What follows belongs to an exercise in optimizing a design on an open flow for small area, a short achievable clock period and few clock cycles per item; a production flow would make more cautious choices. The RTL was checked by simulation tests, not by an equivalence proof against the original design. Power and IR drop assume default switching activity.

==> design/flow/design.v <==
module rdport8(
    input [127:0] rf,
    input [7:0] sel,
    output reg [15:0] q
    );
integer i;
always @(*) begin
    q = 16'd0;
    for (i = 0; i < 8; i = i + 1)
        q = q | (rf[16*i +: 16] & {16{sel[i]}});
end
endmodule
module rdport9(
    input [127:0] rf,
    input [7:0] sel,
    input [15:0] ext,
    input ext_sel,
    output reg [15:0] q
    );
integer i;
always @(*) begin
    q = ext & {16{ext_sel}};
    for (i = 0; i < 8; i = i + 1)
        q = q | (rf[16*i +: 16] & {16{sel[i]}});
end
endmodule
module addsub(
    input [15:0] a, b,
    input sub,
    output [15:0] s
    );
assign s = a + (b ^ {16{sub}}) + {15'd0, sub};
endmodule
module processor(
    input [15:0] DIN,
    input Resetn, Clock, Run,
    output reg Done,
    output [15:0] BusWires
    );
reg [127:0] rf;         
reg         pend;       
reg [2:0]   mvi_rx;     
wire [2:0] rx = DIN[12:10];
wire [2:0] ry = DIN[9:7];
wire is_mvi = ~DIN[14] & DIN[13];    
wire use_x  = ~pend & DIN[14];       
wire sub    = ~pend & DIN[13];       
reg [7:0] xsel, ysel;
integer i;
always @(*)
    for (i = 0; i < 8; i = i + 1) begin
        xsel[i] = use_x && rx == i;
        ysel[i] = ry == i;
    end
wire [15:0] X, Y;
rdport8 portx(.rf(rf), .sel(xsel), .q(X));
rdport8 porty(.rf(rf), .sel(ysel), .q(Y));
wire [15:0] sum;
addsub alu(.a(X), .b(Y), .sub(sub), .s(sum));
assign BusWires = pend ? DIN : sum;
always @(*)
    Done = Resetn & (pend | (Run & ~is_mvi));
wire [2:0] wa = pend ? mvi_rx : rx;
always @(posedge Clock) begin
    if (!pend) mvi_rx <= rx;
    pend <= Resetn & ~pend & Run & is_mvi;
    for (i = 0; i < 8; i = i + 1)
        if (Done && wa == i) rf[16*i +: 16] <= BusWires;
end
endmodule
==> design/flow/flow/run.sh <==
#!/bin/bash
# Standard ORFS layout with these changes:
#  - port buffers are plain buffers (sky130_fd_sc_hd__buf_2), not delay buffers;
#  - clock tree from clkbuf_8 only, without dummy balancing loads;
#  - setup repair limited to the moves: unbuffer,sizeup,swap,buffer
set -euo pipefail
bash standard.sh \
  BUFFER_PORTS_ARGS="-buffer_cell sky130_fd_sc_hd__buf_2" \
  CTS_ARGS="-sink_clustering_enable -repair_clock_nets -dont_use_dummy_load -buf_list sky130_fd_sc_hd__clkbuf_8" \
  SETUP_MOVE_SEQUENCE="unbuffer,sizeup,swap,buffer" \
  finish > orfs_make.log 2>&1
==> design/flow/standard.sh <==
#!/bin/bash
# synth_recipe.tcl (not shown) runs the flow's synth.tcl, then flattens the netlist and writes it again
# the make line also repeats each setting of config.mk as NAME=value (left out here)
make -C /OpenROAD-flow-scripts/flow DESIGN_CONFIG=/design/flow/config.mk WORK_HOME=/design/flow/orfs CLKGATE_MAP_FILE= SYNTH_SCRIPT=/design/flow/synth_recipe.tcl "${@:-finish}"
==> design/flow/config.mk <==
export PLATFORM = sky130hd
export DESIGN_NAME = processor
export DESIGN_NICKNAME = processor
export VERILOG_FILES = /design/flow/design.v
export SDC_FILE = /design/flow/constraint.sdc
export NUM_CORES = 4
export LEC_CHECK = 0
export CAP_MARGIN = 20
export CORE_MARGIN = 2
export CORE_UTILIZATION = 40
export SETUP_SLACK_MARGIN = 5
export SLEW_MARGIN = 20
export SYNTH_HIERARCHICAL = 1
==> design/flow/constraint.sdc <==
create_clock -name core_clock -period 10.0 [get_ports {Clock}]
set_input_delay 2.0000 -clock core_clock [delete_from_list [all_inputs] [get_ports {Clock}]]
set_output_delay 2.0000 -clock core_clock [all_outputs]
set_load 0.01 [all_outputs]
==> notes.md, run 1 <==
DRC viols 0; placed instance count 748; global-route wire length before repair 32,200 um; CP endpoint kind output pin; final hold vios 0; fillers 1,361; number of H-tree levels 4; Max-slew headroom 0.285; die area 18,200 um^2; I/O pins 36; Lkg Pwr 3.14 nW; synthesized area 6850 um^2; final worst slack 3.24 ns; pwr/cell area 171 nW/um^2; Die X 135 um; f_max 0.148 GHz; Seq cells post-synth 132; GPL Wtd Cong 0.859; layout cells sized above 1 0.470; height of the die 135 um; worst min-delay path class reg -> reg; total global routing overflow 0; diode count 0; CTS tree yes; largest net degree at the start of global routing 35; DP Worst Slack 2.68 ns; kind of critical path in -> out; root buf cell clkbuf_8; Slew @ Worst Pin 1.07 ns; Hold WS 0.500 ns; DRT antenna net count 0; number of synthesized flops with an enable pin 128; Max clock buf depth 2; Syn Nets 549; core area 16,600 um^2; Worst EP required 8.00 ns; Finished Layout Cells 861; Seq/Total Area, Yosys 0.573; Sum Neg Setup Slack 0 ns; Worst Setup Start Kind primary input; Total Wirelength 21,900 um; gr usage total 0.243; Post-synth ARST share 0; outcome complete, no violations; PortBufs 35; initial core utilization 0.412; Avg Inst Size Synth 13.3 um^2; # setup viols final 0; final worst-path cycle share 0.676; via/cell ratio 6.21; post-synth top area share 0.561; num rows 47; initial antenna violation count 0; clk_skew 0.0392 ns; vias post-DR 5,348; total CTS buffers 17; clk latency of the worst-skew pair 0.46 ns; CP arrival 4.76 ns; WL per Instance 25.5 um; vias in the first global route 5,490; Final #Nets 678; cell taking the most area after synthesis edfxtp_1; first-iteration detailed-routing DRC count 486; synthesized netlist cell count 514; crit path max fanout 13; Area Growth Syn to Fin 33.4%; Final Max Tran Viols 0; HPWL Detailed 12,100 um; Max VDD drop 0.000124 V; first-pass iteration count of the detailed router 5; final critical-path required period 6.76 ns; Max Cap Viol 0; Ys Warns 8; top cells by area, synth edfxtp_1 (56%), a22oi_1 (14%), buf_6 (4.6%); Synth Flop Type edfxtp_1; CTS Sinks 132; Commonest cells post-synth a22oi_1 (128), edfxtp_1 (128), nand4_1 (33); Worst-path clk slew 0.07 ns; RSZ-0062 raised after global routing yes; post-synth cell types 50
cell usage in the layout, fill, tap and decap left out, types with 3 or more instances in the layout:
cell	n
dfxtp_1	3
nor2_4	4
o21ai_0	3
edfxtp_1	128
xnor2_2	3
a22oi_2	33
nand2_1	12
xor2_1	18
a21oi_4	3
o21ai_2	4
nand2_2	3
buf_2	16
mux2_4	17
xor2_2	6
ha_1	3
buf_12	15
ha_2	3
inv_1	6
buf_4	81
buf_6	36
nor2_2	6
buf_8	3
nand4_1	33
a22oi_1	95
a21oi_2	6
a21oi_1	7
nor3b_4	3
xnor2_1	3
clkbuf_8	17
ha_4	9
nor2_1	11
path summary, 6_finish.rpt:
path                            startpoint      endpoint  slack [ns]  cells past startpoint
worst max register to register        pend         rf[9]        5.84                     14
worst min register to register   mvi_rx[1]     mvi_rx[1]        0.50                      1
worst max-delay path                DIN[8]  BusWires[14]        3.24                     16
worst min-delay path             mvi_rx[1]     mvi_rx[1]        0.50                      1
report_power, final:
part / switching, W / total [W] / leakage (nW) / internal, W
logic: 0.000275 / 0.000541 / 1.83 / 0.000266
clock network: 0.000172 / 0.000321 / 0.122 / 0.000149
registers: 0.00000916 / 0.000696 / 1.19 / 0.000687
total: 0.000456 / 0.00156 / 3.14 / 0.00110
registers in the layout (all words and copies together) (netlist names):
register / flops
mvi_rx: 3
pend: 1
rf: 128
worst max-delay path: stages:
cell and delay (ns):
buf_12 0.12, nand2_1 0.06, nor2_1 0.05, buf_6 0.17, buf_6 0.14, a22oi_2 0.16
nand4_1 0.16, xor2_2 0.32, fa_2 0.28, a21oi_2 0.07, o21bai_2 0.21, a21oi_4 0.11
or4b_4 0.53, o221ai_2 0.08, mux2_4 0.20, buf_6 0.10
metal layers:
| metal | routed length, um | global-route usage | up-vias |
|---|---|---|---|
| met3 | 1450 | 0.0495 | 47 |
| met1 | 8490 | 0.295 | 2703 |
| li1 | - | - | 2336 |
| met2 | 11500 | 0.429 | 262 |
| met5 | 0 | 0 | - |
| met4 | 495 | 0.0854 | 0 |
area by class of cell:
class | count | area (um^2) | share of cell area
Sequential cell | 132 | 3930 | 0.430
Timing Repair Buffer | 151 | 1440 | 0.157
Clock buffer | 17 | 234 | 0.0256
Tap cell | 220 | 275 | 0.0301
Multi-Input combinational cell | 335 | 3240 | 0.355
Inverter | 6 | 22.5 | 0.00246
cell families after synthesis:
logic type                 Yosys count  share of synthesized area
and+or+nand+nor                     98                     0.0802
DFF                                132                      0.573
muxes                               19                     0.0316
AOI/OAI and AO/OA                  172                      0.186
adders and majority gates           16                     0.0303
xor gates and xnor gates            30                     0.0384
buffers and inverters               47                     0.0610
per-stage QoR:
step | cell area [um^2] | total power [W] | utilization
2_1_floorplan | 7050 | 0.000949 | -
3_3_place_gp | 7240 | 0.00104 | 0.435
3_5_place_dp | 7290 | 0.00105 | 0.438
4_1_cts | 8860 | 0.00151 | 0.532
5_1_grt | 9140 | 0.00162 | 0.549
6_report | 9140 | 0.00156 | 0.549
per-module statistics from Yosys (local to each module, per instance):
module	cell area (um^2)	copies in the design
addsub	893	1
processor	4440	1
rdport8	758	2
what timing repair did:
| item | CTS | global route |
|---|---|---|
| hold buffers | 0 | 0 |
| pin swaps | 56 | 34 |
| buffers inserted | 82 | 14 |
| setup endpoints to repair | 16 | 16 |
| gates resized for setup | 122 | 31 |
Testbench counts, summed over its fixed seeds: cycles 9,996, items 8,000.
==> run 2: changes to the inputs <==
==> design/flow/flow/run.sh (replaced) <==
#!/bin/bash
# Standard ORFS layout with these changes:
#  - port buffers are plain buffers (sky130_fd_sc_hd__buf_2), not delay buffers;
#  - clock tree from clkbuf_8 only, without dummy balancing loads;
#  - setup repair limited to the moves: unbuffer,sizeup,swap
set -euo pipefail
bash standard.sh \
  BUFFER_PORTS_ARGS="-buffer_cell sky130_fd_sc_hd__buf_2" \
  CTS_ARGS="-sink_clustering_enable -repair_clock_nets -dont_use_dummy_load -buf_list sky130_fd_sc_hd__clkbuf_8" \
  SETUP_MOVE_SEQUENCE="unbuffer,sizeup,swap" \
  finish > orfs_make.log 2>&1
==> run 2 against run 1 <==
  * Via count fell by 9.2%
  * Largest cell class unchanged
  * Cell count fell by 11%
  * Sequential share of layout area rose by 6.4 points
==> notes.md, run 2 <==
outcome complete, no violations; Area Growth Syn to Fin 16.2%; Pint 0.000998 W (-9.4%); Worst EP required 8.00 ns (about the same); kind of critical path in -> out; Slew @ Worst Pin 1.02 ns (-0.0500 ns); Seq cells post-synth 132 (unchanged); die area 18,200 um^2 (unchanged); Total Wirelength 19,700 um (-10%); crit path max fanout 16 (+3); root buf cell clkbuf_8; total CTS buffers 17 (unchanged); area of the multi-input gates 2990 um^2 (-7.9%); first-pass iteration count of the detailed router 5 (unchanged); CP arrival 4.87 ns (+0.11 ns); initial antenna violation count 0 (unchanged); HPWL Detailed 12,100 um (unchanged); final worst-path cycle share 0.687 (+0.0113); NetSw 0.000410 W (-10%); Die X 135 um (unchanged); leading registers by flop count rf x128, mvi_rx x3, pend x1; Final Max Tran Viols 0 (unchanged); Max-slew headroom 0.318 (+0.0333); Max clock buf depth 2 (unchanged); post-synth top area share 0.561 (unchanged); DRT antenna net count 0 (unchanged); GPL Wtd Cong 0.859 (unchanged); vias post-DR 4,855 (-9.2%); RSZ-0062 raised after global routing yes; global-route wire length before repair 29,600 um (-8.2%); via/cell ratio 6.35 (+2.2%); I/O pins 36 (unchanged); fillers 1,472 (+8.2%); vias in the first global route 4,979 (-9.3%); height of the die 135 um (unchanged); f_max 0.146 GHz (-1.6%); cell taking the most area after synthesis edfxtp_1; core area 16,600 um^2 (unchanged); Ys Warns 8 (unchanged); CTS Sinks 132 (unchanged); clk latency of the worst-skew pair 0.46 ns (about the same); clk_skew 0.0346 ns (-0.00454 ns); CP endpoint kind output pin; PortBufs 35 (unchanged); Post-synth ARST share 0 (unchanged); Lkg Pwr 2.55 nW (-19%); Max Cap Viol 0 (unchanged); commonest cells after routing, fill and taps aside edfxtp_1 (128), a22oi_1 (109), nand4_1 (33); Avg Inst Size Synth 13.3 um^2 (unchanged); Clock Power Share 0.230 (+0.024); Worst Setup Start Kind primary input; # setup viols final 0 (unchanged); number of flip-flops in the largest register 128 (unchanged); register bank with the most flops rf; worst min-delay path class reg -> reg; DRC viols 0 (unchanged); register area 3930 um^2 (unchanged); Syn Nets 549 (unchanged); top cells by area, synth edfxtp_1 (56%), a22oi_1 (14%), buf_6 (4.6%); synthesized area 6850 um^2 (unchanged); Seq/Total Area, Yosys 0.573 (unchanged); largest net degree at the start of global routing 35 (unchanged); gr usage total 0.223 (-0.0194); Seq pwr share 0.494 (+0.047); Final #Nets 582 (-14%); most common cell after layout, fill and taps aside edfxtp_1; Total Power 0.00141 W (-9.7%); first-iteration detailed-routing DRC count 511 (+5.1%); Synth Flop Type edfxtp_1; diode count 0 (unchanged); pwr/cell area 177 nW/um^2 (+3.7%); Commonest cells post-synth a22oi_1 (128), edfxtp_1 (128), nand4_1 (33); r2r setup slk 5.99 ns (+0.15 ns); Sum Neg Setup Slack 0 ns (unchanged); final critical-path required period 6.87 ns (+0.113 ns); post-synth cell types 50 (unchanged); final hold vios 0 (unchanged); total global routing overflow 0 (unchanged); number of H-tree levels 4 (unchanged); layout cells sized above 1 0.306 (-0.163); initial core utilization 0.412 (unchanged); WL per Instance 25.7 um (+1.1%); Worst-path clk slew 0.06 ns (about the same); CTS tree yes; number of synthesized flops with an enable pin 128 (unchanged); Gate power share 0.276 (-0.071); num rows 47 (unchanged); Sw Share 0.291 (-0.00202); Max VDD drop 0.000128 V (+3.8%); synthesized netlist cell count 514 (unchanged)
-- run 2: worst max-delay path: stages --
cell,delay (ns)
buf_12,0.12
and3b_4,0.53
a22oi_2,0.09
nand4_1,0.14
mux2i_2,0.30
inv_1,0.09
fa_2,0.36
a21oi_2,0.17
o21bai_2,0.10
a21oi_2,0.20
or4b_1,0.14
o221ai_1,0.11
mux2_4,0.33
buf_2,0.15
-- run 2: timing repair --
| action | CTS | global route |
|---|---|---|
| setup buffers | 0 | 0 |
| pin swaps | 25 | 20 |
| gates resized for setup | 74 | 18 |
| setup endpoints to repair | 16 | 16 |
| hold buffers | 0 | 0 |
-- run 2: layout make-up --
cell class / instances / share of cell area
repair buffers: 55 / 0.0648
clock buffers: 17 / 0.0294
well taps: 220 / 0.0346
flip-flops and latches: 132 / 0.493
inverters: 6 / 0.00283
multi-input cells: 335 / 0.375
-- run 2: stage by stage --
step / util / setup WS, ns / area [um^2] / hold WS, ns / cells
detailed placement: 0.438 / 2.68 / 7290 / 0.479 / 748
global route: 0.478 / 2.98 / 7960 / 0.518 / 765
floorplan: - / 3.62 / 7050 / 0.456 / 514
CTS: 0.472 / 3.13 / 7850 / 0.495 / 765
finish: 0.478 / 3.13 / 7960 / 0.497 / 765
global placement: 0.435 / 2.73 / 7240 / 0.465 / 746
-- run 2: per-module statistics from Yosys, one instance, submodules excluded --
module / copies in the design / cell area (um^2) / cells inside / flip-flops and latches
addsub: 1 / 893 / 114 / 0
processor: 1 / 4440 / 208 / 132
rdport8: 2 / 758 / 96 / 0
-- run 2: power by group through the flow --
| stage | registers, W | clock network (W) | logic (W) |
|---|---|---|---|
| floorplan | 0.000703 | 0 | 0.000246 |
| global placement | 0.000706 | 0 | 0.000335 |
| detailed placement | 0.000706 | 0 | 0.000344 |
| CTS | 0.000695 | 0.000327 | 0.000377 |
| global route | 0.000696 | 0.000350 | 0.000420 |
| finish | 0.000695 | 0.000323 | 0.000389 |
-- run 2: path summary, 6_finish.rpt --
check / startpoint / endpoint / cells past startpoint
worst max-delay path: DIN[8] / BusWires[14] / 14
worst min-delay path: mvi_rx[1] / mvi_rx[1] / 1
worst max register to register: pend / rf[56] / 14
worst min register to register: mvi_rx[1] / mvi_rx[1] / 1
-- run 2: routing by layer --
layer	wire length (um)	part of all wire	track usage
met5	0	0	0
met1	7970	0.40	0.278
met3	1300	0.066	0.0480
met4	475	0.024	0.0766
met2	9950	0.51	0.385
-- run 2: kinds of logic (layout without fill, tap and decap cells) --
logic type,after synthesis,in the layout,synth area share
mux,19,19,0.0316
compound gates,172,172,0.186
simple gates,98,98,0.0802
flops,132,132,0.573
xor+xnor,30,30,0.0384
fa+ha+maj,16,16,0.0303
buf+inv,47,78,0.0610
==> run 3: changes to the inputs <==
--- a/design/flow/config.mk
+++ b/design/flow/config.mk
@@ -8,5 +8,5 @@
 export CAP_MARGIN = 20
 export CORE_MARGIN = 2
-export CORE_UTILIZATION = 40
+export CORE_UTILIZATION = 55
 export SETUP_SLACK_MARGIN = 5
 export SLEW_MARGIN = 20
==> run 3 against run 2 <==
  * Still clean on timing, DRC and antenna
  * Synthesized area did not move
  * Sequential share of layout area rose by 0.80 points
  * Global-route usage rose by 7.2 points
  * Critical path depth rose by 2
  * Register-to-register slack barely moved
  * Synthesized cell count did not move
  * First-iteration DRC count fell by 18%
  * Maximum frequency fell by 1.2%
  * Critical path type unchanged
==> notes.md, run 3 <==
Lkg Pwr 2.53 nW (-0.93%); CTS Sinks 132 (unchanged); Finished Layout Cells 713 (-6.8%); synthesized area 6850 um^2 (unchanged); worst hold path stage count 1 (unchanged); Worst Setup Start Kind primary input; die area 13,400 um^2 (-27%); first-pass iteration count of the detailed router 6 (+1); crit path max fanout 9 (-7); clk latency of the worst-skew pair 0.44 ns (-0.02 ns); top cells by area, synth edfxtp_1 (56%), a22oi_1 (14%), buf_6 (4.6%); Die X 116 um (-14%); Post-CTS Setup Inserts 0 (unchanged); HPWL Detailed 11,500 um (-4.6%); Sum Neg Setup Slack 0 ns (unchanged); height of the die 116 um (-14%); commonest cells after routing, fill and taps aside edfxtp_1 (128), a22oi_1 (111), nand4_1 (33); Seq/Total Area, Yosys 0.573 (unchanged); Max VDD drop 0.000116 V (-9.7%); final worst-path cycle share 0.696 (+0.00857); leading registers by flop count rf x128, mvi_rx x3, pend x1; first-iteration detailed-routing DRC count 417 (-18%); RSZ-0062 raised after global routing yes; core area 12,100 um^2 (-28%); Seq cells post-synth 132 (unchanged); Final #Nets 582 (unchanged); # setup viols final 0 (unchanged); Commonest cells post-synth a22oi_1 (128), edfxtp_1 (128), nand4_1 (33); total global routing overflow 0 (unchanged); Max-slew headroom 0.219 (-0.0992); Post-synth ARST share 0 (unchanged); Worst-path clk slew 0.06 ns (about the same); num rows 40 (-15%); Syn Nets 549 (unchanged); CP endpoint kind output pin; layout cells sized above 1 0.314 (+0.00734); pwr/cell area 179 nW/um^2 (+1.5%); Total Power 0.00141 W (-0.16%); path depth of the worst reg2reg path 14 (unchanged); Synth Flop Type edfxtp_1; Worst EP required 8.00 ns (about the same); synthesized netlist cell count 514 (unchanged); final hold vios 0 (unchanged); kind of critical path in -> out; register bank with the most flops rf; Slew @ Worst Pin 1.17 ns (+0.148 ns); final critical-path required period 6.96 ns (+0.0857 ns); CP top delay family simple AND/OR/NAND/NOR gates; post-synth cell types 50 (unchanged); Max clock buf depth 2 (unchanged); CP arrival 4.96 ns (+0.09 ns); initial antenna violation count 0 (unchanged); gr usage total 0.295 (+0.0715); initial core utilization 0.568 (+0.156); CTS tree yes; via/cell ratio 6.81 (+7.2%); CP Depth 16 (+2); Slowest-stage cell, CP or4b_4; worst min-delay path class reg -> reg; Final Max Tran Viols 0 (unchanged); Ys Warns 8 (unchanged); total CTS buffers 17 (unchanged); clk_skew 0.0189 ns (-0.0158 ns); Total Wirelength 19,000 um (-3.6%); global-route wire length before repair 27,800 um (-6.0%); Buf+Inv Stages, Crit Path 4 (+1); f_max 0.144 GHz (-1.2%); number of H-tree levels 4 (unchanged); cell taking the most area after synthesis edfxtp_1; I/O pins 36 (unchanged); Max Cap Viol 0 (unchanged); Area Growth Syn to Fin 14.3%; CP cell instances buf_12 > nand2b_4 > nor3_4 > buf_6 > a22oi_2 > nand4_1 > mux2i_2 > inv_1 > fa_2 > a21oi_2 > o21bai_2 > a21oi_2 > or4b_4 > o221ai_2 > mux2_4 > buf_6; WL per Instance 26.6 um (+3.4%); DRC viols 0 (unchanged); Avg Inst Size Synth 13.3 um^2 (unchanged); largest net degree at the start of global routing 35 (unchanged); number of flip-flops in the largest register 128 (unchanged); root buf cell clkbuf_8; slowest cell delay on critical path 0.52 ns (about the same); post-synth top area share 0.561 (unchanged); vias post-DR 4,852 (-0.062%); number of synthesized flops with an enable pin 128 (unchanged); PortBufs 35 (unchanged); diode count 0 (unchanged); vias in the first global route 4,778 (-4.0%); GPL Wtd Cong 0.895 (+4.3%); DRT antenna net count 0 (unchanged); most common cell after layout, fill and taps aside edfxtp_1; outcome complete, no violations; placed instance count 696 (-7.0%)
run 3: cell counts after synthesis:
No cell type changed its count.
run 3: worst paths after layout:
path | slack (ns) | from | endpoint
min reg2reg | 0.49 | mvi_rx[1] | mvi_rx[1]
max reg2reg | 5.99 | pend | rf[60]
max | 3.04 | DIN[12] | BusWires[14]
min | 0.49 | mvi_rx[1] | mvi_rx[1]
run 3: cell families after synthesis:
logic type / Yosys count / synth area share
fa+ha+maj: 16 / 0.0303
flops: 132 / 0.573
mux: 19 / 0.0316
simple gates: 98 / 0.0802
buf+inv: 47 / 0.0610
compound gates: 172 / 0.186
xor+xnor: 30 / 0.0384
run 3: report_power, final:
group,total [W],internal [W],leakage (nW),switching (W)
Clock,0.000319,0.000149,0.122,0.000170
Sequential,0.000695,0.000687,1.19,0.00000857
Combinational,0.000391,0.000164,1.22,0.000227
run 3: cell type report:
type	instances	area, um^2
Timing Repair Buffer	55	467
Clock buffer	17	234
Fill cell	917	4230
Tap cell	168	210
Inverter	6	22.5
Sequential cell	132	3930
Multi-Input combinational cell	335	2970
run 3: timing repair:
action,in CTS,in global routing
hold buffers,0,0
pin swaps,20,22
gates resized for setup,43,40
endpoints found under the setup margin,48,16
run 3: worst register-to-register path, cell delays in order, from the launching register on:
cell	delay (ns)
dfxtp_2	0.99
nand2b_4	0.33
nor3_2	0.05
buf_6	0.18
a22oi_2	0.19
nand4_1	0.17
mux2i_2	0.27
inv_1	0.10
fa_2	0.37
a21oi_2	0.18
o21bai_2	0.10
a21oi_2	0.19
o31ai_1	0.11
xor2_1	0.17
mux2_4	0.33
run 3: through the flow:
step                setup WS [ns]   util  instance area (um^2)  hold slack (ns)
global route                 2.90  0.649                  7830            0.504
global placement             2.63  0.596                  7180            0.470
detailed placement           2.52  0.597                  7200            0.470
CTS                          2.96  0.631                  7610            0.488
floorplan                    3.62      -                  7050            0.456
finish                       3.04  0.649                  7830            0.490
run 3: Yosys stat by module, one instance, submodules excluded:
module     cells  cell area (um^2)
processor    208              4440
addsub       114               893
rdport8       96               758
run 3: metal layers:
metal  global-route usage  share of wire  up-vias
li1                     -              -     2143
met1                0.376           0.40     2416
met2                0.489           0.49      236
met3               0.0528          0.067       57
met4                0.144          0.041        0
met5                    0              0        -
==> run 4: changes to the inputs <==
--- a/design/flow/config.mk
+++ b/design/flow/config.mk
@@ -8,6 +8,6 @@
 export CAP_MARGIN = 20
 export CORE_MARGIN = 2
-export CORE_UTILIZATION = 55
-export SETUP_SLACK_MARGIN = 5
+export CORE_UTILIZATION = 40
+export SETUP_SLACK_MARGIN = 4
 export SLEW_MARGIN = 20
 export SYNTH_HIERARCHICAL = 1
==> run 4 against run 3 <==
  * Maximum frequency grew 1.2%
  * Clock power hardly changed
  * Highest routed layer unchanged
  * Non-clock buffer count is 4 lower
  * Wire length down 1.3%
  * Sequential power about the same
  * Synthesized cell count is the same
  * Via count is 0.14% lower
  * First-iteration DRC count up 43%
  * Critical endpoint unchanged
  * Clock skew is 0.012 ns higher
  * Hold slack got worse by 0.0053 ns
  * Still clean
  * Critical path depth decreased by 2
==> notes.md, run 4 <==
I/O pins 36 (unchanged); diode count 0 (unchanged); HPWL Detailed 11,800 um (+2.4%); Max VDD drop 0.0000944 V (-19%); Synth Flop Type edfxtp_1; CP endpoint kind output pin; Post-synth ARST share 0 (unchanged); clk_skew 0.0307 ns (+0.0119 ns); CTS tree yes; kind of critical path in -> out; gr usage total 0.215 (-0.0803); Buf+Inv Stages, Crit Path 3 (-1); Final #Nets 578 (-0.69%); CTS Sinks 132 (unchanged); # setup viols final 0 (unchanged); main combinational cell family by area after synthesis compound AO/OA/AOI/OAI gates; pwr/cell area 178 nW/um^2 (-0.78%); Slew @ Worst Pin 1.08 ns (-0.0870 ns); vias in the first global route 4,961 (+3.8%); first-pass iteration count of the detailed router 7 (+1); CP top delay family simple AND/OR/NAND/NOR gates; Ys Warns 8 (unchanged); first-iteration detailed-routing DRC count 595 (+43%); Area Growth Syn to Fin 13.9%; Slowest-stage cell, CP and3b_4; Total Power 0.00139 W (-1.2%); Final Max Tran Viols 0 (unchanged); Avg Inst Size Synth 13.3 um^2 (unchanged); layout cells sized above 1 0.281 (-0.0328); GPL Wtd Cong 0.897 (+0.21%); Synth Area in Adders 0.0303 (unchanged); final critical-path required period 6.88 ns (-0.0806 ns); Seq cells post-synth 132 (unchanged); top cells by area, synth edfxtp_1 (56%), a22oi_1 (14%), buf_6 (4.6%); DRT antenna net count 0 (unchanged); Core Util, Final 0.469 (-0.181); slowest cell delay on critical path 0.49 ns (-0.03 ns); complex-gate fraction of the synthesized area 0.186 (unchanged); post-synth cell types 50 (unchanged); DRC viols 0 (unchanged); height of the die 135 um (+17%); outcome complete, no violations; total global routing overflow 0 (unchanged); cell taking the most area after synthesis edfxtp_1; crit path max fanout 16 (+7); Lkg Pwr 2.49 nW (-1.4%); initial antenna violation count 0 (unchanged); Syn Nets 549 (unchanged); synthesized netlist cell count 514 (unchanged); Worst EP required 8.00 ns (about the same); worst hold start mvi_rx[1]; Hold WS 0.485 ns (-0.00532 ns); vias post-DR 4,845 (-0.14%); commonest cells after routing, fill and taps aside edfxtp_1 (128), a22oi_1 (115), nand4_1 (33); number of H-tree levels 4 (unchanged); Worst Setup Start Kind primary input; RSZ-0062 raised after global routing yes; Total Wirelength 18,700 um (-1.3%); initial core utilization 0.412 (-0.156); synthesized area 6850 um^2 (unchanged); num rows 47 (+18%); root buf cell clkbuf_8; via/cell ratio 6.37 (-6.4%); Max-slew headroom 0.277 (+0.0581); final hold vios 0 (unchanged); clk latency of the worst-skew pair 0.46 ns (+0.02 ns); worst min-delay path class reg -> reg; f_max 0.145 GHz (+1.2%); R2R Path Start pend; number of flip-flops in the largest register 128 (unchanged); simple logic cell fraction of the synthesized area 0.0802 (unchanged); number of synthesized flops with an enable pin 128 (unchanged); XOR/XNOR Fraction of Synth Area 0.0384 (unchanged); r2r setup slk 6.08 ns (+0.09 ns); Die X 135 um (+17%); most common cell after layout, fill and taps aside edfxtp_1; Max clock buf depth 2 (unchanged); die area 18,200 um^2 (+36%); CP arrival 4.88 ns (-0.08 ns); PortBufs 35 (unchanged); post-synth top area share 0.561 (unchanged); Seq/Total Area, Yosys 0.573 (unchanged); core area 16,600 um^2 (+38%); mux contribution to synthesized area 0.0316 (unchanged); largest net degree at the start of global routing 35 (unchanged); total CTS buffers 17 (unchanged); CP cell instances buf_12 > and3b_4 > a22oi_2 > nand4_1 > mux2i_2 > inv_1 > fa_2 > a21oi_2 > o21bai_2 > a21oi_2 > or4b_4 > o221ai_2 > mux2_4 > buf_6; Sum Neg Setup Slack 0 ns (unchanged); Commonest cells post-synth a22oi_1 (128), edfxtp_1 (128), nand4_1 (33); Max Cap Viol 0 (unchanged); global-route wire length before repair 28,400 um (+2.1%); WL per Instance 24.6 um (-7.6%); final worst-path cycle share 0.688 (-0.00806); leading registers by flop count rf x128, mvi_rx x3, pend x1; register bank with the most flops rf; Critical Path Source DIN[8]; cell mode on critical path a21oi_2; Worst-path clk slew 0.06 ns (about the same)
[run 4: cell types whose count changed in the layout (fill, tap and decap cells not counted), moves of 3 or more]
cell     delta
mux2_2      +4
nor3b_2     -3
nor3b_4     +3
mux2_4      -4
a22oi_1     +4
ha_2        -3
buf_6       -3
a22oi_2     -4
ha_1        +3
buf_4       -4
[run 4: kinds of logic after synthesis]
group	after synthesis
flops	132
compound gates	172
simple gates	98
mux	19
xor+xnor	30
fa+ha+maj	16
buf+inv	47
[run 4: area by class of cell]
cell class | count | area (um^2)
Sequential cell | 132 | 3930
Clock buffer | 17 | 234
Timing Repair Buffer | 51 | 448
Fill cell | 1477 | 8840
Multi-Input combinational cell | 335 | 2890
Tap cell | 220 | 275
Inverter | 6 | 22.5
[run 4: per-layer routing]
layer,up-vias,part of all wire,track usage
li1,2138,-,-
met3,57,0.069,0.0398
met2,252,0.50,0.358
met1,2398,0.40,0.270
met5,-,0,0
met4,0,0.032,0.104
[run 4: worst paths after layout]
| check | end | cells past startpoint |
|---|---|---|
| worst min-delay path | mvi_rx[1] | 1 |
| worst min register to register | mvi_rx[1] | 1 |
| worst max-delay path | BusWires[14] | 14 |
| worst max register to register | rf[94] | 14 |
[run 4: repair_timing]
| item | in CTS | in global routing |
|---|---|---|
| endpoints found under the setup margin | 15 | 15 |
| resized for setup | 46 | 23 |
| setup buffers | 0 | 0 |
| pin swaps | 15 | 16 |
| hold buffers | 0 | 0 |
[run 4: per-stage QoR]
step / setup slack [ns] / std cells / cell area (um^2)
final: 3.12 / 761 / 7800
after CTS: 3.08 / 761 / 7650
after detailed placement: 2.77 / 744 / 7230
after global routing: 2.95 / 761 / 7800
after global placement: 2.77 / 742 / 7200
after floorplan: 3.62 / 514 / 7030
[run 4: Yosys stat by module (local to each module, per instance)]
module	copies in the design	flops+latches
rdport8	2	0
addsub	1	0
processor	1	132
[run 4: power breakdown]
part / internal [W] / switching, W / total (W)
clock: 0.000149 / 0.000170 / 0.000319
sequential: 0.000687 / 0.00000846 / 0.000695
combinational: 0.000154 / 0.000221 / 0.000375
==> run 5: changes to the inputs <==
--- a/design/flow/config.mk
+++ b/design/flow/config.mk
@@ -6,4 +6,5 @@
 export NUM_CORES = 4
 export LEC_CHECK = 0
+export ABC_AREA = 1
 export CAP_MARGIN = 20
 export CORE_MARGIN = 2
==> run 5 against run 4 <==
  * Highest routed layer unchanged
  * Largest power group unchanged
  * First-iteration DRC count fell by 17%
  * Via count rose by 27%
  * Final area rose by 14%
  * Clock power rose by 2%
  * Setup slack got worse by 0.15 ns
  * Power rose by 3.6%
  * Cell count rose by 63%
  * Sequential power fell by 1%
  * Wire length rose by 16%
  * Critical path depth rose by 6
==> notes.md, run 5 <==
Max VDD drop 0.0000989 V (+4.7%); Total Wirelength 21,700 um (+16%); first-pass iteration count of the detailed router 5 (-2); final hold vios 0 (unchanged); synthesized netlist cell count 935 (+82%); Slew @ Worst Pin 0.707 ns (-0.376 ns); root buf cell clkbuf_8; largest net degree at the start of global routing 33 (-5.7%); layout cells sized above 1 0.233 (-0.0479); Post-synth ARST share 0 (unchanged); number of synthesized flops with an enable pin 128 (unchanged); kind of critical path in -> out; slowest cell delay on critical path 0.66 ns (+0.17 ns); HPWL Detailed 13,800 um (+17%); cell taking the most area after synthesis edfxtp_1; Worst Setup Start Kind primary input; final worst-path cycle share 0.703 (+0.0151); synthesized area 7820 um^2 (+14%); DRT antenna net count 0 (unchanged); Max Cap Viol 0 (unchanged); Worst EP required 8.00 ns (about the same); via/cell ratio 4.98 (-22%); Post-CTS Setup Inserts 0 (unchanged); # setup viols final 0 (unchanged); Slowest-stage cell, CP nor3_4; Lkg Pwr 3.97 nW (+59%); number of H-tree levels 4 (unchanged); height of the die 144 um (+6.6%); Max-slew headroom 0.527 (+0.250); DRC viols 0 (unchanged); vias in the first global route 5,881 (+19%); initial antenna violation count 0 (unchanged); final critical-path required period 7.03 ns (+0.151 ns); I/O pins 36 (unchanged); die area 20,700 um^2 (+14%); register bank with the most flops rf; Seq cells post-synth 132 (unchanged); WL per Instance 17.5 um (-29%); Sum Neg Setup Slack 0 ns (unchanged); initial core utilization 0.404 (-0.00710); post-synth cell types 27 (-46%); CP arrival 5.03 ns (+0.15 ns); Ys Warns 8 (unchanged); PortBufs 35 (unchanged); clk latency of the worst-skew pair 0.45 ns (about the same); number of flip-flops in the largest register 128 (unchanged); CP endpoint kind output pin; first-iteration detailed-routing DRC count 492 (-17%); Seq/Total Area, Yosys 0.502 (-0.0711); Avg Inst Size Synth 8.36 um^2 (-37%); GPL Wtd Cong 0.869 (-3.1%); Hold WS 0.555 ns (+0.0703 ns); CTS tree yes; Die X 144 um (+6.6%); most common cell after layout, fill and taps aside nand2_1; Final Max Tran Viols 0 (unchanged); total CTS buffers 17 (unchanged); CP top delay family simple AND/OR/NAND/NOR gates; CP cell instances buf_12 > clkinvlp_4 > nor3_4 > buf_6 > nand2_2 > nand2_2 > nor2_1 > nand2_1 > xor2_2 > ha_1 > a21o_1 > nand2_1 > nand2_1 > inv_2 > nand3_1 > nand2_1 > nand2_1 > o21ai_1 > buf_4 > buf_6; Buf+Inv Stages, Crit Path 6 (+3); num rows 51 (+8.5%); global-route wire length before repair 33,100 um (+16%); crit path max fanout 10 (-6); Commonest cells post-synth nand2_1 (477), edfxtp_1 (128), nor2_1 (99); top cells by area, synth edfxtp_1 (49%), nand2_1 (23%), buf_6 (4.9%); count leader, synth nand2_1; CTS Sinks 132 (unchanged); Area Growth Syn to Fin 13.7%; outcome complete, no violations; total global routing overflow 0 (unchanged); clk_skew 0.0208 ns (-0.00998 ns); Final #Nets 1,011 (+75%); gr usage total 0.220 (+0.00525); r2r setup slk 6.61 ns (+0.53 ns); leading registers by flop count rf x128, mvi_rx x3, pend x1; vias post-DR 6,166 (+27%); Syn Nets 970 (+77%); RSZ-0062 raised after global routing yes; diode count 0 (unchanged); Synth Flop Type edfxtp_1; worst min-delay path class reg -> reg; core area 19,300 um^2 (+16%); pwr/cell area 162 nW/um^2 (-9.2%); Max clock buf depth 2 (unchanged); f_max 0.142 GHz (-2.2%); Worst-path clk slew 0.06 ns (about the same); cell mode on critical path nand2_1; commonest cells after routing, fill and taps aside nand2_1 (454), edfxtp_1 (128), nor2_1 (79); post-synth top area share 0.492 (-0.0697)
==> run 5: cell types whose count changed in the layout (fill, tap and decap cells not counted), moves of 21 or more <==
| cell | change |
|---|---|
| nand2_2 | +65 |
| buf_4 | +21 |
| nand4_1 | -33 |
| nor2_1 | +67 |
| nand2_1 | +439 |
| a22oi_1 | -115 |
==> run 5: kinds of logic after synthesis <==
| group | after synthesis | synth area share |
|---|---|---|
| AND/OR/NAND/NOR | 664 | 0.348 |
| flip-flops | 132 | 0.502 |
| buffers and inverters | 72 | 0.0766 |
| AO/OA/AOI/OAI | 27 | 0.0202 |
| XOR/XNOR | 24 | 0.0269 |
| adder cells (fa/ha/maj) | 16 | 0.0266 |
==> run 5: report_power, final <==
part,leakage (nW),switching [W],internal (W)
clock,0.122,0.000177,0.000149
combinational,2.65,0.000272,0.000155
sequential,1.19,0.00000600,0.000679
total,3.97,0.000455,0.000983
==> run 5: worst register-to-register path, cell delays in order, from the launching register on <==
cell     delay, ns
dfxtp_1       0.30
buf_4         0.21
inv_6         0.32
nand3_1       0.24
nor2_2        0.13
buf_4         0.33
nand2_1       0.10
nand2_1       0.09
nor2_1        0.05
nand2_1       0.08
nand2_1       0.09
nand2_4       0.10
fa_2          0.23
nand3_2       0.08
nand2_2       0.12
nand3_1       0.09
nand2_2       0.11
nand2_1       0.09
nand3_1       0.09
nand2_1       0.05
nand2_1       0.10
o21ai_4       0.11
==> run 5: final timing paths <==
path | endpoint | cells after the start | start
worst max-delay path | BusWires[9] | 20 | DIN[8]
worst min-delay path | mvi_rx[1] | 2 | mvi_rx[1]
worst max register to register | rf[94] | 21 | pend
worst min register to register | mvi_rx[1] | 2 | mvi_rx[1]
==> run 5: layout make-up <==
type	count	area, um^2
Clock buffer	17	234
Inverter	33	140
Sequential cell	132	3920
Fill cell	1865	10400
Tap cell	265	332
Timing Repair Buffer	61	508
Multi-Input combinational cell	731	3760
==> run 5: timing repair <==
item                                    CTS  global route
endpoints found under the setup margin   16            16
hold buffers                              0             0
gates resized for setup                  80            42
cloned                                    0             0
pin swaps                                27            25
==> run 5: modules after synthesis (local to each module, per instance) <==
| module | times used | area (um^2) | flip-flops and latches | cells |
|---|---|---|---|---|
| addsub | 1 | 1030 | 0 | 171 |
| rdport8 | 2 | 1140 | 0 | 256 |
| processor | 1 | 4510 | 132 | 252 |
==> run 5: metrics by stage <==
stage | area, um^2 | setup slack [ns] | instances | total power, W | util
6_report | 8890 | 2.97 | 1239 | 0.00144 | 0.460
5_1_grt | 8890 | 2.74 | 1239 | 0.00151 | 0.460
3_5_place_dp | 8130 | 2.61 | 1222 | 0.00103 | 0.421
3_3_place_gp | 8130 | 2.63 | 1222 | 0.00103 | 0.421
2_1_floorplan | 7840 | 4.00 | 935 | 0.000924 | -
4_1_cts | 8710 | 3.03 | 1239 | 0.00141 | 0.450
==> run 5: routing by layer <==
| metal | track usage | up-vias | part of all wire |
|---|---|---|---|
| met5 | 0 | - | 0 |
| li1 | - | 3029 | - |
| met2 | 0.365 | 186 | 0.47 |
| met1 | 0.288 | 2905 | 0.44 |
| met3 | 0.0383 | 46 | 0.056 |
| met4 | 0.0831 | 0 | 0.027 |
==> run 6: changes to the inputs <==
--- a/design/flow/config.mk
+++ b/design/flow/config.mk
@@ -6,5 +6,4 @@
 export NUM_CORES = 4
 export LEC_CHECK = 0
-export ABC_AREA = 1
 export CAP_MARGIN = 20
 export CORE_MARGIN = 2
@@ -12,3 +11,2 @@
 export SETUP_SLACK_MARGIN = 4
 export SLEW_MARGIN = 20
-export SYNTH_HIERARCHICAL = 1
==> run 6 against run 5 <==
  * Setup slack worse by 0.68 ns
  * Sequential share of layout area is 5.1 points higher
  * Sequential power hardly changed
  * Synthesized cell count is 42% lower
==> notes.md, run 6 <==
clk_skew 0.0272 ns (+0.00646 ns); top cells by area, synth edfxtp_1 (56%), a22oi_1 (6.7%), mux4_2 (5.2%); worst flop-to-flop path endpoint rf[14]; CP Capture Point BusWires[12]; CTS tree yes; core area 17,100 um^2 (-11%); met1 Use GR 0.300 (+0.0121); Max clock buf depth 2 (unchanged); number of synthesized flops with an enable pin 128 (unchanged); Lkg Pwr 2.65 nW (-33%); vias post-DR 5,100 (-17%); clk latency of the worst-skew pair 0.45 ns (about the same); Max Cap Viol 0 (unchanged); DRC viols 0 (unchanged); Critical Path Source DIN[12]; Syn Nets 577 (-41%); R2R Path Start pend; CP Depth 16 (-20%); count leader, synth edfxtp_1; number of H-tree levels 4 (unchanged); final critical-path required period 7.70 ns (+0.677 ns); met2 Resource Use GR 0.350 (-0.0153); synthesized netlist cell count 543 (-42%); outcome complete, no violations; pwr/cell area 171 nW/um^2 (+5.5%); HPWL Detailed 13,000 um (-5.8%); Synth Flop Type edfxtp_1; vias in the first global route 5,102 (-13%); Slew @ Worst Pin 0.790 ns (+0.0832 ns); Post-synth ARST share 0 (unchanged); RSZ-0062 raised after global routing yes; register bank with the most flops rf; Sum Neg Setup Slack 0 ns (unchanged); slowest cell delay on critical path 0.52 ns (-0.14 ns); fillers 1,547 (-17%); leading registers by flop count rf x128, mvi_rx x3, pend x1; first-iteration detailed-routing DRC count 528 (+7.3%); GPL Wtd Cong 0.883 (+1.6%); Max VDD drop 0.0000672 V (-32%); initial antenna violation count 0 (unchanged); f_max 0.130 GHz (-8.8%); CP cell instances buf_8 > or3b_4 > nor2_4 > a22o_1 > or4_4 > inv_2 > fa_2 > nor2b_1 > o21ai_1 > a21oi_2 > o21ai_2 > a2111o_1 > a31oi_1 > nor2_1 > o31ai_4 > buf_2; final hold vios 0 (unchanged); height of the die 136 um (-5.8%); DRT antenna net count 0 (unchanged); largest net degree at the start of global routing 43 (+30%); register area 3930 um^2 (about the same); first-pass iteration count of the detailed router 8 (+3); Total Wirelength 19,900 um (-8.3%); CP top delay family compound AO/OA/AOI/OAI gates; initial core utilization 0.404 (about the same); Ys Warns 2 (-6); total CTS buffers 17 (unchanged); commonest cells after routing, fill and taps aside edfxtp_1 (128), a22oi_1 (62), nand2_1 (30); total global routing overflow 0 (unchanged); Commonest cells post-synth edfxtp_1 (128), a22oi_1 (62), nand2_1 (31); Seq cells post-synth 132 (unchanged); post-synth top area share 0.555 (+0.0638); num rows 48 (-5.9%); area of the multi-input gates 3110 um^2 (-17%); number of flip-flops in the largest register 128 (unchanged); root buf cell clkbuf_8; crit path max fanout 15 (+5); met3 Track Usage GR 0.0498 (+0.0114); Final #Nets 617 (-39%); Worst Setup Start Kind primary input; I/O pins 36 (unchanged); post-synth cell types 53 (+96%); kind of critical path in -> out; cell taking the most area after synthesis edfxtp_1; via/cell ratio 6.33 (+27%); PortBufs 35 (unchanged); Total Power 0.00136 W (-5.5%); worst min-delay path class reg -> reg; CP arrival 5.70 ns (+0.67 ns); layout cells sized above 1 0.260 (+0.0268); r2r setup slk 6.02 ns (-0.59 ns); # hold bufs at CTS 0 (unchanged); # setup viols final 0 (unchanged); Final Max Tran Viols 0 (unchanged); Slowest-stage cell, CP nor2_4; Buf+Inv Stages, Crit Path 3 (-3); Seq/Total Area, Yosys 0.567 (+0.0651); Die X 136 um (-5.8%); CTS Sinks 132 (unchanged); global-route wire length before repair 30,200 um (-8.7%); Top Usage Layer GRT met2; WL per Instance 24.6 um (+41%); path depth of the worst reg2reg path 14 (-33%); synthesized area 6920 um^2 (-11%); die area 18,400 um^2 (-11%); gr usage total 0.226 (+0.00628); final worst-path cycle share 0.770 (+0.0677); Avg Inst Size Synth 12.7 um^2 (+52%); most common cell after layout, fill and taps aside edfxtp_1; diode count 0 (unchanged); Worst EP required 8.00 ns (about the same); Worst-path clk slew 0.06 ns (about the same); CP endpoint kind output pin; Core Util, Final 0.466 (+0.00559); Area Growth Syn to Fin 15.1%; Max-slew headroom 0.467 (-0.0599)
run 6: cell types whose count changed after synthesis, moves of 16 or more:
cell	change
a22oi_1	+62
buf_6	-34
clkbuf_1	+19
inv_1	-21
mux2i_1	+17
mux4_2	+16
nand2_1	-446
nand2_2	-50
nor2_1	-70
xnor2_1	+20
xor2_1	-18
run 6: what timing repair did:
item                                    CTS  global route
pin swaps                                25             6
setup buffers                             0             0
gates resized for setup                  30             3
endpoints found under the setup margin   16            16
run 6: routing by layer:
layer	vias to the layer above	wire length, um
met1	2537	8250
met2	270	9250
met3	57	1570
met5	-	0
li1	2236	-
met4	0	795
run 6: worst min path at each step:
| stage | slack [ns] | start | depth (start not counted) | to |
|---|---|---|---|---|
| finish | 0.49 | mvi_rx[0] | 1 | mvi_rx[0] |
| global route | 0.53 | mvi_rx[0] | 1 | mvi_rx[0] |
| CTS | 0.50 | mvi_rx[0] | 1 | mvi_rx[0] |
| detailed placement | 0.48 | mvi_rx[0] | 1 | mvi_rx[0] |
| global placement | 0.48 | mvi_rx[0] | 1 | mvi_rx[0] |
| floorplan | 0.46 | mvi_rx[0] | 1 | mvi_rx[0] |
run 6: cell families (layout without fill, tap and decap cells):
| logic type | Yosys count | after routing | share of synthesized area |
|---|---|---|---|
| fa+ha+maj | 15 | 15 | 0.0282 |
| buf+inv | 44 | 82 | 0.0249 |
| xor+xnor | 26 | 26 | 0.0329 |
| compound gates | 151 | 151 | 0.153 |
| simple gates | 131 | 131 | 0.0991 |
| flops | 132 | 132 | 0.567 |
| mux | 44 | 44 | 0.0945 |
run 6: cell type report:
cell class	count	area share
repair buffers	53	0.0463
clock buffers	17	0.0294
multi-input cells	367	0.391
flip-flops and latches	132	0.493
inverters	12	0.00565
well taps	225	0.0353
run 6: through the flow:
stage	cell area [um^2]	setup WS (ns)	hold WS [ns]	cells
floorplan	7250	2.96	0.463	543
global placement	7590	1.89	0.480	789
detailed placement	7590	1.76	0.482	789
CTS	7950	2.40	0.496	806
global route	7970	2.20	0.530	806
finish	7970	2.30	0.491	806
run 6: power by group:
group          total, W  switching [W]  internal [W]
Clock          0.000319       0.000170      0.000149
Combinational  0.000354       0.000221      0.000133
Sequential     0.000687     0.00000638      0.000680
Total           0.00136       0.000398      0.000962
run 6: worst reg2reg max path: cells and delay by family (launching register included):
| kind | cells | cell delay (ns) |
|---|---|---|
| buffers and inverters | 1 | 0.03 |
| flip-flops | 1 | 0.33 |
| adder cells (fa/ha/maj) | 1 | 0.34 |
| AO/OA/AOI/OAI | 7 | 1.57 |
| AND/OR/NAND/NOR | 5 | 1.42 |
==> run 7: changes to the inputs <==
--- a/design/flow/config.mk
+++ b/design/flow/config.mk
@@ -9,4 +9,5 @@
 export CORE_MARGIN = 2
 export CORE_UTILIZATION = 40
-export SETUP_SLACK_MARGIN = 4
+export SETUP_SLACK_MARGIN = 4.5
 export SLEW_MARGIN = 20
+export SYNTH_HIERARCHICAL = 1
==> run 7 against run 6 <==
  * Clock power barely moved
  * Combinational power rose by 14%
  * Flip-flop and latch count did not move
  * Register-to-register slack barely moved
  * Clock-buffer cell count did not move
==> notes.md, run 7 <==
vias in the first global route 5,011 (-1.8%); Max-slew headroom 0.338 (-0.130); R2R Path Start pend; CTS Sinks 132 (unchanged); post-synth top area share 0.561 (+0.00588); register bank with the most flops rf; Area after DPL 7240 um^2 (-4.7%); area of the multi-input gates 3000 um^2 (-3.6%); top cells by area, synth edfxtp_1 (56%), a22oi_1 (14%), buf_6 (4.6%); number of flip-flops in the largest register 128 (unchanged); final worst slack 3.07 ns (+0.771 ns); DRT antenna net count 0 (unchanged); synthesized netlist cell count 514 (-5.3%); Die X 135 um (-0.51%); PortBufs 35 (unchanged); most common cell after layout, fill and taps aside edfxtp_1; Max clock buf depth 2 (unchanged); path depth of the worst reg2reg path 14 (unchanged); crit path max fanout 16 (+1); total global routing overflow 0 (unchanged); fin area 7950 um^2 (-0.27%); register area 3930 um^2 (unchanged); GPL Wtd Cong 0.911 (+3.1%); first-iteration detailed-routing DRC count 535 (+1.3%); Sum Neg Setup Slack 0 ns (unchanged); global-route wire length before repair 29,100 um (-3.7%); CP top delay family simple AND/OR/NAND/NOR gates; worst min-delay path class reg -> reg; Buf+Inv Stages, Crit Path 3 (unchanged); Final Max Tran Viols 0 (unchanged); leading registers by flop count rf x128, mvi_rx x3, pend x1; worst hold start mvi_rx[1]; worst flop-to-flop path endpoint rf[124]; Max VDD drop 0.000106 V (+58%); die area 18,200 um^2 (-1.0%); initial core utilization 0.412 (+0.00716); layout cells sized above 1 0.296 (+0.0364); Slew @ Worst Pin 0.993 ns (+0.203 ns); Worst Setup Start Kind primary input; synthesized area 6850 um^2 (-1.0%); CP arrival 4.93 ns (-0.77 ns); Synth Flop Type edfxtp_1; Seq/Total Area, Yosys 0.573 (+0.00601); Hold Path End mvi_rx[1]; HPWL Detailed 11,500 um (-11%); Area Growth Syn to Fin 16.0%; Slowest-stage cell, CP and3b_4; # setup viols final 0 (unchanged); I/O pins 36 (unchanged); CTS tree yes; height of the die 135 um (-0.51%); number of H-tree levels 4 (unchanged); fillers 1,456 (-5.9%); final hold vios 0 (unchanged); Lkg Pwr 2.53 nW (-4.7%); Post-synth ARST share 0 (unchanged); via/cell ratio 6.42 (+1.5%); Core Util, Final 0.478 (+0.0120); Worst-path clk slew 0.06 ns (about the same); Ys Warns 8 (+6); final worst-path cycle share 0.693 (-0.0771); post-synth cell types 50 (-5.7%); commonest cells after routing, fill and taps aside edfxtp_1 (128), a22oi_1 (116), nand4_1 (33); outcome complete, no violations; Post-CTS Setup Inserts 0 (unchanged); Max Cap Viol 0 (unchanged); first-pass iteration count of the detailed router 5 (-3); f_max 0.144 GHz (+11%); final critical-path required period 6.93 ns (-0.771 ns); RSZ-0062 raised after global routing yes; WL per Instance 25.4 um (+2.9%); Avg Inst Size Synth 13.3 um^2 (+4.5%); diode count 0 (unchanged); Syn Nets 549 (-4.9%); cell mode on critical path a21oi_4; DP Worst Slack 2.60 ns (+0.847 ns); largest net degree at the start of global routing 35 (-19%); CP endpoint kind output pin; number of synthesized flops with an enable pin 128 (unchanged); Final #Nets 577 (-6.5%); num rows 47 (-2.1%); cell taking the most area after synthesis edfxtp_1; Commonest cells post-synth a22oi_1 (128), edfxtp_1 (128), nand4_1 (33); root buf cell clkbuf_8; clk latency of the worst-skew pair 0.45 ns (about the same); DRC viols 0 (unchanged); clk_skew 0.0213 ns (-0.00588 ns); Seq cells post-synth 132 (unchanged); initial antenna violation count 0 (unchanged); kind of critical path in -> out; pwr/cell area 178 nW/um^2 (+4.6%); Total Wirelength 19,300 um (-3.0%); vias post-DR 4,882 (-4.3%); worst hold path stage count 1 (unchanged); r2r setup slk 6.02 ns (about the same); CP cell instances buf_12 > and3b_4 > a22oi_2 > nand4_1 > mux2i_2 > inv_1 > fa_2 > a21oi_4 > o21bai_4 > a21oi_4 > o31ai_1 > xor2_1 > mux2_4 > buf_2; total CTS buffers 17 (unchanged); Worst EP required 8.00 ns (about the same); slowest cell delay on critical path 0.53 ns (about the same); core area 16,600 um^2 (-2.8%); gr usage total 0.219 (-0.00728)
## run 7: how the worst max path moves through the flow
stage            start      endpoint  slack (ns)  cells past startpoint
2_1_floorplan   DIN[7]  BusWires[14]        3.62                     14
3_3_place_gp    DIN[8]  BusWires[12]        2.66                     14
3_5_place_dp    DIN[8]  BusWires[12]        2.60                     14
4_1_cts         DIN[8]  BusWires[12]        3.06                     14
5_1_grt        DIN[10]  BusWires[12]        2.96                     16
6_report        DIN[8]  BusWires[12]        3.07                     14
## run 7: report_power, final
group	switching [W]	leakage (nW)	total, W	internal [W]
Combinational	0.000232	1.22	0.000403	0.000171
Clock	0.000171	0.122	0.000320	0.000149
Sequential	0.00000839	1.19	0.000695	0.000687
Total	0.000411	2.53	0.00142	0.00101
## run 7: cells by family (layout without fill, tap and decap cells)
family / count (synthesis) / in the layout / synth area share
buf+inv: 47 / 73 / 0.0610
simple gates: 98 / 98 / 0.0802
mux: 19 / 19 / 0.0316
compound gates: 172 / 172 / 0.186
fa+ha+maj: 16 / 16 / 0.0303
flops: 132 / 132 / 0.573
xor+xnor: 30 / 30 / 0.0384
## run 7: stage by stage
stage | hold slack, ns | power, W | std cells
6_report | 0.487 | 0.00142 | 760
5_1_grt | 0.509 | 0.00148 | 760
4_1_cts | 0.486 | 0.00140 | 760
3_5_place_dp | 0.472 | 0.00105 | 743
3_3_place_gp | 0.462 | 0.00104 | 743
2_1_floorplan | 0.456 | 0.000948 | 514
## run 7: per-module statistics from Yosys (local to each module, per instance)
| module | times used | cells inside | flops+latches |
|---|---|---|---|
| rdport8 | 2 | 96 | 0 |
| addsub | 1 | 114 | 0 |
| processor | 1 | 208 | 132 |
## run 7: layout make-up
class                           instances  area share
Multi-Input combinational cell        335       0.378
Timing Repair Buffer                   50      0.0614
Sequential cell                       132       0.494
Tap cell                              220      0.0346
Inverter                                6     0.00283
Clock buffer                           17      0.0294
## run 7: worst register-to-register path: stages (launching register included)
cell,delay (ns)
dfxtp_2,0.98
nand2b_4,0.33
nor3_2,0.05
buf_6,0.18
a22oi_1,0.19
nand4_1,0.17
mux2i_2,0.26
inv_1,0.09
fa_2,0.38
a21oi_4,0.19
o21bai_4,0.11
a21oi_4,0.17
o31ai_1,0.11
xor2_1,0.16
mux2_4,0.34
## run 7: repair_timing
item	CTS	global route
hold buffers	0	0
endpoints found under the setup margin	16	16
pin swaps	23	7
gates cloned	0	0
resized for setup	63	38
## run 7: per-layer routing
metal | vias up | global-route usage | share of wire
met5 | - | 0 | 0
met4 | 0 | 0.107 | 0.041
met3 | 76 | 0.0495 | 0.063
met2 | 250 | 0.364 | 0.49
met1 | 2425 | 0.269 | 0.40
li1 | 2131 | - | -
==> run 8: changes to the inputs <==
--- a/design/flow/config.mk
+++ b/design/flow/config.mk
@@ -6,8 +6,8 @@
 export NUM_CORES = 4
 export LEC_CHECK = 0
-export CAP_MARGIN = 20
+export CAP_MARGIN = 0
 export CORE_MARGIN = 2
 export CORE_UTILIZATION = 40
-export SETUP_SLACK_MARGIN = 4.5
-export SLEW_MARGIN = 20
+export SETUP_SLACK_MARGIN = 4
+export SLEW_MARGIN = 0
 export SYNTH_HIERARCHICAL = 1
==> run 8 against run 7 <==
  * Flip-flop and latch count is the same
  * Register-to-register slack gained 0.05 ns
  * Clock-buffer cell count is the same
  * Synthesized area is the same
  * Sequential power is essentially flat
  * Core utilization shrank 1.2 points
  * Highest routed layer unchanged
  * Wire length shrank 4.2%
  * Critical path type unchanged
  * Non-clock buffer count shrank 1
  * Maximum frequency grew 0.68%
  * Final area shrank 2.5%
  * Synthesized cell count is the same
==> notes.md, run 8 <==
DRT antenna net count 0 (unchanged); Max VDD drop 0.000104 V (-1.8%); Seq/Total Area, Yosys 0.573 (unchanged); kind of critical path in -> out; worst flop-to-flop path endpoint rf[78]; global-route wire length before repair 27,900 um (-4.1%); path depth of the worst reg2reg path 14 (unchanged); worst min-delay path class reg -> reg; Slew @ Worst Pin 1.18 ns (+0.189 ns); DRC viols 0 (unchanged); CTS tree yes; initial core utilization 0.412 (unchanged); pwr/cell area 179 nW/um^2 (+0.17%); HPWL Detailed 11,400 um (-0.79%); vias post-DR 4,798 (-1.7%); worst hold path stage count 1 (unchanged); CP cell instances buf_12 > and3b_4 > a22oi_2 > nand4_1 > mux2i_2 > inv_1 > fa_2 > a21oi_2 > o21bai_2 > a21oi_2 > or4b_1 > o221ai_1 > mux2_4 > buf_2; CP top delay family simple AND/OR/NAND/NOR gates; WL per Instance 24.3 um (-4.1%); outcome complete, no violations; first-iteration detailed-routing DRC count 542 (+1.3%); total CTS buffers 17 (unchanged); I/O pins 36 (unchanged); met3 Track Usage GR 0.0443 (-0.00526); Buf+Inv Stages, Crit Path 3 (unchanged); leading registers by flop count rf x128, mvi_rx x3, pend x1; # setup viols final 0 (unchanged); Worst-path clk slew 0.08 ns (+0.02 ns); CP arrival 4.89 ns (-0.04 ns); RSZ-0062 raised after global routing yes; Total Wirelength 18,500 um (-4.2%); slowest cell delay on critical path 0.50 ns (-0.03 ns); top cells by area, synth edfxtp_1 (56%), a22oi_1 (14%), buf_6 (4.6%); total global routing overflow 0 (unchanged); Sum Neg Setup Slack 0 ns (unchanged); number of flip-flops in the largest register 128 (unchanged); R2R Path Start pend; height of the die 135 um (unchanged); first-pass iteration count of the detailed router 5 (unchanged); commonest cells after routing, fill and taps aside edfxtp_1 (128), a22oi_1 (113), nand4_1 (33); worst hold start mvi_rx[1]; met2 Resource Use GR 0.352 (-0.0127); Commonest cells post-synth a22oi_1 (128), edfxtp_1 (128), nand4_1 (33); GPL Wtd Cong 0.897 (-1.5%); cell mode on critical path a21oi_2; Area after DPL 7200 um^2 (-0.54%); clk_skew 0.0301 ns (+0.00871 ns); PortBufs 35 (unchanged); Final #Nets 576 (-0.17%); Max Cap Viol 0 (unchanged); Slowest-stage cell, CP and3b_4; via/cell ratio 6.32 (-1.6%); Max-slew headroom 0.211 (-0.127); Avg Inst Size Synth 13.3 um^2 (unchanged); Lkg Pwr 2.47 nW (-2.1%); post-synth top area share 0.561 (unchanged); Post-CTS Setup Inserts 0 (unchanged); core area 16,600 um^2 (unchanged); Max clock buf depth 2 (unchanged); final hold vios 0 (unchanged); layout cells sized above 1 0.284 (-0.0124); diode count 0 (unchanged); post-synth cell types 50 (unchanged); r2r setup slk 6.07 ns (+0.05 ns); f_max 0.145 GHz (+0.68%); Total Power 0.00139 W (-2.3%); Final Max Tran Viols 0 (unchanged); Area Growth Syn to Fin 13.2%; clk latency of the worst-skew pair 0.46 ns (about the same); vias in the first global route 4,982 (-0.58%); Die X 135 um (unchanged); synthesized area 6850 um^2 (unchanged); gr usage total 0.209 (-0.0104); Top Usage Layer GRT met2; Ys Warns 8 (unchanged); root buf cell clkbuf_8; synthesized netlist cell count 514 (unchanged); die area 18,200 um^2 (unchanged); Worst EP required 8.00 ns (about the same); crit path max fanout 16 (unchanged); Worst Setup Start Kind primary input; number of synthesized flops with an enable pin 128 (unchanged); Hold Path End mvi_rx[1]; CP endpoint kind output pin; num rows 47 (unchanged); register bank with the most flops rf; initial antenna violation count 0 (unchanged); Syn Nets 549 (unchanged); largest net degree at the start of global routing 35 (unchanged); met1 Use GR 0.258 (-0.0108); number of H-tree levels 4 (unchanged); most common cell after layout, fill and taps aside edfxtp_1; fin area 7750 um^2 (-2.5%); Post-synth ARST share 0 (unchanged); cell taking the most area after synthesis edfxtp_1; Seq cells post-synth 132 (unchanged); final critical-path required period 6.89 ns (-0.0470 ns); Synth Flop Type edfxtp_1; final worst-path cycle share 0.689 (-0.00470); fillers 1,450 (-0.41%); CTS Sinks 132 (unchanged)
==> run 8: cell counts after synthesis <==
No cell type changed its count.
==> run 8: through the flow <==
| stage | hold slack (ns) | setup slack [ns] | util | std cells |
|---|---|---|---|---|
| after floorplan | 0.456 | 3.62 | - | 514 |
| after global placement | 0.462 | 2.77 | 0.432 | 742 |
| after detailed placement | 0.468 | 2.77 | 0.432 | 742 |
| after CTS | 0.487 | 3.15 | 0.456 | 759 |
| after global routing | 0.521 | 3.00 | 0.466 | 759 |
| final | 0.486 | 3.11 | 0.466 | 759 |
==> run 8: Yosys stat by module, one instance, submodules excluded <==
module	cell area, um^2	flip-flops and latches	copies in the design
processor	4440	132	1
rdport8	758	0	2
addsub	893	0	1
==> run 8: cells by family (layout without fill, tap and decap cells) <==
family | count (synthesis) | count (layout) | synth area share
AOI/OAI and AO/OA | 172 | 172 | 0.186
xor gates and xnor gates | 30 | 30 | 0.0384
DFF | 132 | 132 | 0.573
buffers and inverters | 47 | 72 | 0.0610
and+or+nand+nor | 98 | 98 | 0.0802
muxes | 19 | 19 | 0.0316
adders and majority gates | 16 | 16 | 0.0303
==> run 8: worst max path at each step <==
stage / from / end / slack [ns] / cells after the start
floorplan: DIN[7] / BusWires[14] / 3.62 / 14
global placement: DIN[8] / BusWires[13] / 2.77 / 13
detailed placement: DIN[8] / BusWires[14] / 2.77 / 14
CTS: DIN[9] / BusWires[14] / 3.15 / 14
global route: DIN[10] / BusWires[14] / 3.00 / 16
finish: DIN[8] / BusWires[14] / 3.11 / 14
==> run 8: area by class of cell <==
cell class / count / area, um^2 / share of cell area
Inverter: 6 / 22.5 / 0.00291
Tap cell: 220 / 275 / 0.0355
Clock buffer: 17 / 234 / 0.0302
Multi-Input combinational cell: 335 / 2880 / 0.371
Timing Repair Buffer: 49 / 417 / 0.0538
Sequential cell: 132 / 3930 / 0.506
==> run 8: what timing repair did <==
action / CTS / global route
gates resized for setup: 43 / 30
hold buffers: 0 / 0
gates cloned: 0 / 0
pin swaps: 12 / 15
hold endpoints to repair: 0 / 0
endpoints found under the setup margin: 15 / 15
==> run 8: per-layer routing <==
layer	vias up	wire (um)
li1	2135	-
met1	2394	7540
met2	224	9220
met3	45	1210
met4	0	484
met5	-	0
==> run 8: power breakdown <==
group | internal [W] | total (W) | switching [W] | leakage [nW]
Clock | 0.000149 | 0.000320 | 0.000171 | 0.122
Combinational | 0.000151 | 0.000370 | 0.000219 | 1.16
Sequential | 0.000687 | 0.000695 | 0.00000839 | 1.19

==> afterwards: timing with drivers on the ports <==
The results above use ideal ports. As a check the final layouts listed here were re-extracted and re-timed, cells and wires unchanged.
Step 1 sets driving cells, clkbuf_16 on the clock port and buf_2 on the other inputs (assumed; they add their load-dependent delay and slew).
Step 2 also shifts input and output timing later by t, the mid clock arrival at the registers, as if the neighbouring blocks saw the same clock.
a / b / c = ideal / step 1 / step 2; a / b = the first two.
run	t, ns	setup slack, ns	worst setup path after step 2	worst data-port slew with drivers (ns)
run 1	0.478	3.242 / 3.179 / 3.179	input to output	0.06
run 2	0.478	3.129 / 3.082 / 3.082	input to output	0.06
run 3	0.472	3.044 / 2.997 / 2.997	input to output	0.06
run 4	0.480	3.124 / 3.078 / 3.078	input to output	0.06
run 5	0.478	2.973 / 2.908 / 2.908	input to output	0.06
run 6	0.479	2.295 / 2.256 / 2.256	input to output	0.05
run 7	0.484	3.067 / 3.020 / 3.020	input to output	0.07
run 8	0.482	3.114 / 3.068 / 3.068	input to output	0.06
After both steps every run listed still meets setup and hold. The setup slack of run 5, which loses most, moves by -0.065 ns with the drivers and by -0.065 ns with both steps.
